Context: an optimization exercise on an open-source flow, tuned for small area, a short achievable clock period and few clock cycles. The choices shown serve that exercise and are no tape-out recipe.
Power and IR drop assume default switching activity.

==> module proc, before the edit <==
module proc (
  input         clk,
  input         rst,
  output [15:0] imem_addr,
  input  [15:0] imem_rdata,
  input         imem_ready,
  output [15:0] dmem_addr,
  output [15:0] dmem_wdata,
  output        dmem_rd,
  output        dmem_wr,
  input  [15:0] dmem_rdata,
  input         dmem_ready,
  output        halt);
  localparam [15:0] NOP = 16'h0800;
  reg [15:0] ir;           
  reg [15:0] pc2;          
  reg [15:0] x, y;         
  reg [15:0] rt;           
  reg e_inv;               
  reg e_redir;             
  reg e_ld, e_st, e_halt;
  reg [15:0] r0, r1, r2, r3, r4, r5, r6, r7;
  wire [4:0] op = ir[15:11];
  wire [1:0] fn = ir[1:0];
  wire op_jal   = (op == 5'b00110);
  wire op_jalr  = (op == 5'b00111);
  wire op_addi  = (op == 5'b01000);
  wire op_subi  = (op == 5'b01001);
  wire op_xori  = (op == 5'b01010);
  wire op_andni = (op == 5'b01011);
  wire op_slbi  = (op == 5'b10010);
  wire op_stu   = (op == 5'b10011);
  wire op_shi   = (op[4:2] == 3'b101);
  wire op_lbi   = (op == 5'b11000);
  wire op_btr   = (op == 5'b11001);
  wire op_shr   = (op == 5'b11010);
  wire op_ar    = (op == 5'b11011);
  wire op_set   = (op[4:2] == 3'b111);
  wire [16:0] sum;
  cla16 add (.a(x), .b(y), .ci(e_inv), .s(sum[15:0]), .co(sum[16]));
  wire [3:0] cnt  = y[3:0];
  wire [1:0] sk   = op_shr ? fn : op[1:0];         
  wire [3:0] lamt = sk[1] ? (4'd0 - cnt) : cnt;
  wire [31:0] dbl = {x, x} << lamt;
  wire [15:0] rot = dbl[31:16];
  wire [15:0] mask_l = 16'hffff << cnt;
  wire [15:0] mask_r = 16'hffff >> cnt;
  wire [15:0] smask = ~sk[0] ? 16'hffff : sk[1] ? mask_r : mask_l;
  wire [15:0] shres = rot & smask;
  wire [15:0] xr = x ^ y;
  wire ovf = ~(y[15] ^ x[15]) & (sum[15] ^ y[15]);
  wire ge  = ~(sum[15] ^ ovf);                     
  reg setbit;
  always @* begin
    case (op[1:0])
      2'b00: setbit = ~|xr;                        
      2'b01: setbit = ge & ~&xr;                   
      2'b10: setbit = ge;                          
      default: setbit = sum[16];                   
    endcase
  end
  wire [15:0] btr;
  genvar g;
  generate for (g = 0; g < 16; g = g + 1) begin : rev
    assign btr[g] = x[15 - g];
  end endgenerate
  wire arith = op_addi | op_subi | (op_ar & ~fn[1]) | op_stu;
  wire lxor  = op_xori | (op_ar & fn == 2'b10);
  wire landn = op_andni | (op_ar & fn == 2'b11);
  wire shf   = op_shi | op_shr;
  wire link  = op_jal | op_jalr;
  wire [15:0] res =
      ({16{arith}}   & sum[15:0])
    | ({16{lxor}}    & xr)
    | ({16{landn}}   & (x & ~y))
    | ({16{shf}}     & shres)
    | ({16{op_set}}  & {15'b0, setbit})
    | ({16{op_btr}}  & btr)
    | ({16{op_lbi}}  & y)
    | ({16{op_slbi}} & {x[7:0], ir[7:0]})
    | ({16{link}}    & pc2)
    | ({16{e_ld}}    & dmem_rdata);
  assign dmem_addr  = {sum[15:1], 1'b0};
  assign dmem_wdata = rt;
  assign dmem_rd    = e_ld & ~sum[0];
  assign dmem_wr    = e_st & ~sum[0];
  wire stop = e_halt | ((e_ld | e_st) & sum[0]);
  wire hold = stop | ((dmem_rd | dmem_wr) & ~dmem_ready);
  assign halt = stop;
  wire wr = arith | lxor | landn | shf | op_set | op_btr | op_lbi | op_slbi | link | e_ld;
  wire [2:0] wsel = link ? 3'd7
                  : (op_lbi | op_slbi | op_stu) ? ir[10:8]
                  : (op_ar | op_shr | op_set | op_btr) ? ir[4:2]
                  : ir[7:5];
  wire we = wr & ~hold;
  always @(posedge clk) begin
    if (we && wsel == 3'd0) r0 <= res;
    if (we && wsel == 3'd1) r1 <= res;
    if (we && wsel == 3'd2) r2 <= res;
    if (we && wsel == 3'd3) r3 <= res;
    if (we && wsel == 3'd4) r4 <= res;
    if (we && wsel == 3'd5) r5 <= res;
    if (we && wsel == 3'd6) r6 <= res;
    if (we && wsel == 3'd7) r7 <= res;
  end
  wire [15:0] nxt = e_redir ? sum[15:0] : pc2;
  wire [15:0] nxt2 = nxt + 16'd2;
  assign imem_addr = {nxt[15:1], 1'b0};
  wire [15:0] fi = imem_ready ? imem_rdata : NOP;
  wire [4:0] fo = fi[15:11];
  function [15:0] rsel;
    input [2:0] s;
    input [15:0] a0, a1, a2, a3, a4, a5, a6, a7;
    case (s)
      3'd0: rsel = a0; 3'd1: rsel = a1; 3'd2: rsel = a2; 3'd3: rsel = a3;
      3'd4: rsel = a4; 3'd5: rsel = a5; 3'd6: rsel = a6; default: rsel = a7;
    endcase
  endfunction
  wire [15:0] rfa = rsel(imem_rdata[10:8], r0, r1, r2, r3, r4, r5, r6, r7);
  wire [15:0] rfb = rsel(imem_rdata[7:5],  r0, r1, r2, r3, r4, r5, r6, r7);
  wire [15:0] rsb = (wr && wsel == imem_rdata[10:8]) ? res : rfa;
  wire [15:0] rtb = (wr && wsel == imem_rdata[7:5])  ? res : rfb;
  wire f_j     = (fo == 5'b00100) | (fo == 5'b00110);           
  wire f_jr    = (fo == 5'b00101) | (fo == 5'b00111);           
  wire f_br    = (fo[4:2] == 3'b011);
  wire f_pcrel = f_br | f_j;
  wire f_rfmt  = (fo == 5'b11011) | (fo == 5'b11010) | (fo[4:2] == 3'b111);
  wire f_inv   = (fo == 5'b01001) | (fo == 5'b11011 && fi[1:0] == 2'b01)
               | (fo == 5'b11101) | (fo == 5'b11110);
  wire f_imm8  = f_br | f_jr | (fo == 5'b11000);                 
  wire f_zx5   = (fo == 5'b01010) | (fo == 5'b01011);           
  wire [15:0] f_imm = f_j    ? {{5{fi[10]}}, fi[10:0]}
                    : f_imm8 ? {{8{fi[7]}}, fi[7:0]}
                    : {{11{fi[4] & ~f_zx5}}, fi[4:0]};
  wire f_cond  = fo[1] ? (rsb[15] ^ fo[0]) : ((rsb == 16'b0) ^ fo[0]);
  always @(posedge clk) begin
    if (!hold) begin
      x  <= f_pcrel ? nxt2 : (rsb ^ {16{f_inv}});
      y  <= f_rfmt ? rtb : f_imm;
      rt <= rtb;
    end
    if (rst) begin
      ir  <= NOP;
      pc2 <= 16'h0000;
      {e_inv, e_redir, e_ld, e_st, e_halt} <= 5'b0;
    end else if (!hold) begin
      ir      <= fi;
      pc2     <= imem_ready ? nxt2 : nxt;
      e_inv   <= f_inv;
      e_redir <= f_j | f_jr | (f_br & f_cond);
      e_ld    <= (fo == 5'b10001);
      e_st    <= (fo == 5'b10000) | (fo == 5'b10011);
      e_halt  <= (fo == 5'b00000);
    end
  end
endmodule
Settings: LEC_CHECK=0, ABC_AREA=1, CAP_MARGIN=20, CORE_MARGIN=2, CORE_UTILIZATION=60, SETUP_SLACK_MARGIN=4, SLEW_MARGIN=20; clock period 10.0 ns.
standard.sh (not shown) runs the stock make flow with config.mk's settings and CLKGATE_MAP_FILE= SYNTH_SCRIPT=/design/flow/synth_recipe.tcl, a recipe that flattens the netlist after the stock synthesis.
==> flow/flow/run.sh <==
#!/bin/bash
# The standard layout, with two changes: ports are buffered with buf_1 cells
# (instead of the clkdlybuf4s50_1 that buffer_ports picks by default), and
# the resizer may change a cell's footprint when it sizes cells up or down.
set -euo pipefail
bash standard.sh MATCH_CELL_FOOTPRINT=0 "BUFFER_PORTS_ARGS=-buffer_cell sky130_fd_sc_hd__buf_1" finish > flow_make.log 2>&1
Then changed:
--- a/flow/design.v
+++ b/flow/design.v
@@ -53,5 +53,7 @@
   output        halt);
   localparam [15:0] NOP = 16'h0800;
-  reg [15:0] ir;           
+  reg [4:0] op;            
+  reg [1:0] fn;            
+  reg [2:0] wsel;          
   reg [15:0] pc2;          
   reg [15:0] x, y;         
@@ -61,6 +63,4 @@
   reg e_ld, e_st, e_halt;
   reg [15:0] r0, r1, r2, r3, r4, r5, r6, r7;
-  wire [4:0] op = ir[15:11];
-  wire [1:0] fn = ir[1:0];
   wire op_jal   = (op == 5'b00110);
   wire op_jalr  = (op == 5'b00111);
@@ -118,5 +118,5 @@
     | ({16{op_btr}}  & btr)
     | ({16{op_lbi}}  & y)
-    | ({16{op_slbi}} & {x[7:0], ir[7:0]})
+    | ({16{op_slbi}} & {x[7:0], y[7:0]})
     | ({16{link}}    & pc2)
     | ({16{e_ld}}    & dmem_rdata);
@@ -129,8 +129,4 @@
   assign halt = stop;
   wire wr = arith | lxor | landn | shf | op_set | op_btr | op_lbi | op_slbi | link | e_ld;
-  wire [2:0] wsel = link ? 3'd7
-                  : (op_lbi | op_slbi | op_stu) ? ir[10:8]
-                  : (op_ar | op_shr | op_set | op_btr) ? ir[4:2]
-                  : ir[7:5];
   wire we = wr & ~hold;
   always @(posedge clk) begin
@@ -170,7 +166,13 @@
   wire f_imm8  = f_br | f_jr | (fo == 5'b11000);                 
   wire f_zx5   = (fo == 5'b01010) | (fo == 5'b01011);           
+  wire f_slbi  = (fo == 5'b10010);                                
   wire [15:0] f_imm = f_j    ? {{5{fi[10]}}, fi[10:0]}
                     : f_imm8 ? {{8{fi[7]}}, fi[7:0]}
+                    : f_slbi ? {8'b0, fi[7:0]}
                     : {{11{fi[4] & ~f_zx5}}, fi[4:0]};
+  wire [2:0] f_wsel = (fo == 5'b00110 || fo == 5'b00111) ? 3'd7               
+                    : (fo == 5'b11000 || fo == 5'b10010 || fo == 5'b10011) ? fi[10:8]   
+                    : (fo[4:3] == 2'b11) ? fi[4:2]                              
+                    : fi[7:5];
   wire f_cond  = fo[1] ? (rsb[15] ^ fo[0]) : ((rsb == 16'b0) ^ fo[0]);
   always @(posedge clk) begin
@@ -181,9 +183,11 @@
     end
     if (rst) begin
-      ir  <= NOP;
+      op  <= NOP[15:11];
       pc2 <= 16'h0000;
       {e_inv, e_redir, e_ld, e_st, e_halt} <= 5'b0;
     end else if (!hold) begin
-      ir      <= fi;
+      op      <= fo;
+      fn      <= fi[1:0];
+      wsel    <= f_wsel;
       pc2     <= imem_ready ? nxt2 : nxt;
       e_inv   <= f_inv;
After rerunning: The new run passed the timing, design-rule and antenna checks. Core utilization rose by 0.59 points. Sequential share of layout area goes up by 0.37 points. Worst setup slack gets better by 100 ps. Clock-buffer cell count shrinks by 9. Combinational power came out lower by about 50%. Design area decreases by 2.1%.
No run of this note included a check of the RTL's function; only the layout flow was run.

-- separate check: timing with driven ports --
The flow's constraints put no driver on any port. The routed layouts listed below were extracted and timed again, unchanged, in two steps. Step 1: set_driving_cell puts a clkbuf_16 on clk and a buf_2 on each other input, an assumption about the parent block. Step 2 also shifts input and output timing later by t, the mid clock arrival at the registers, as if the neighbouring blocks saw the same clock. a / b / c = no drivers / after step 1 / after step 2; a / b = the first two.
| run | t, ns | setup WS [ns] | worst setup path after step 2 | latest minus earliest clock arrival (ns) | worst register clock-pin slew, ns |
|---|---|---|---|---|---|
| the first run | 0.587 | 4.277 / 4.225 / 4.579 | input to register | 0.029 / 0.030 | 0.06 / 0.06 |
| the second run | 0.556 | 4.381 / 4.331 / 4.528 | input to register | 0.016 / 0.016 | 0.07 / 0.07 |
After both steps setup and hold are still met in every run listed.
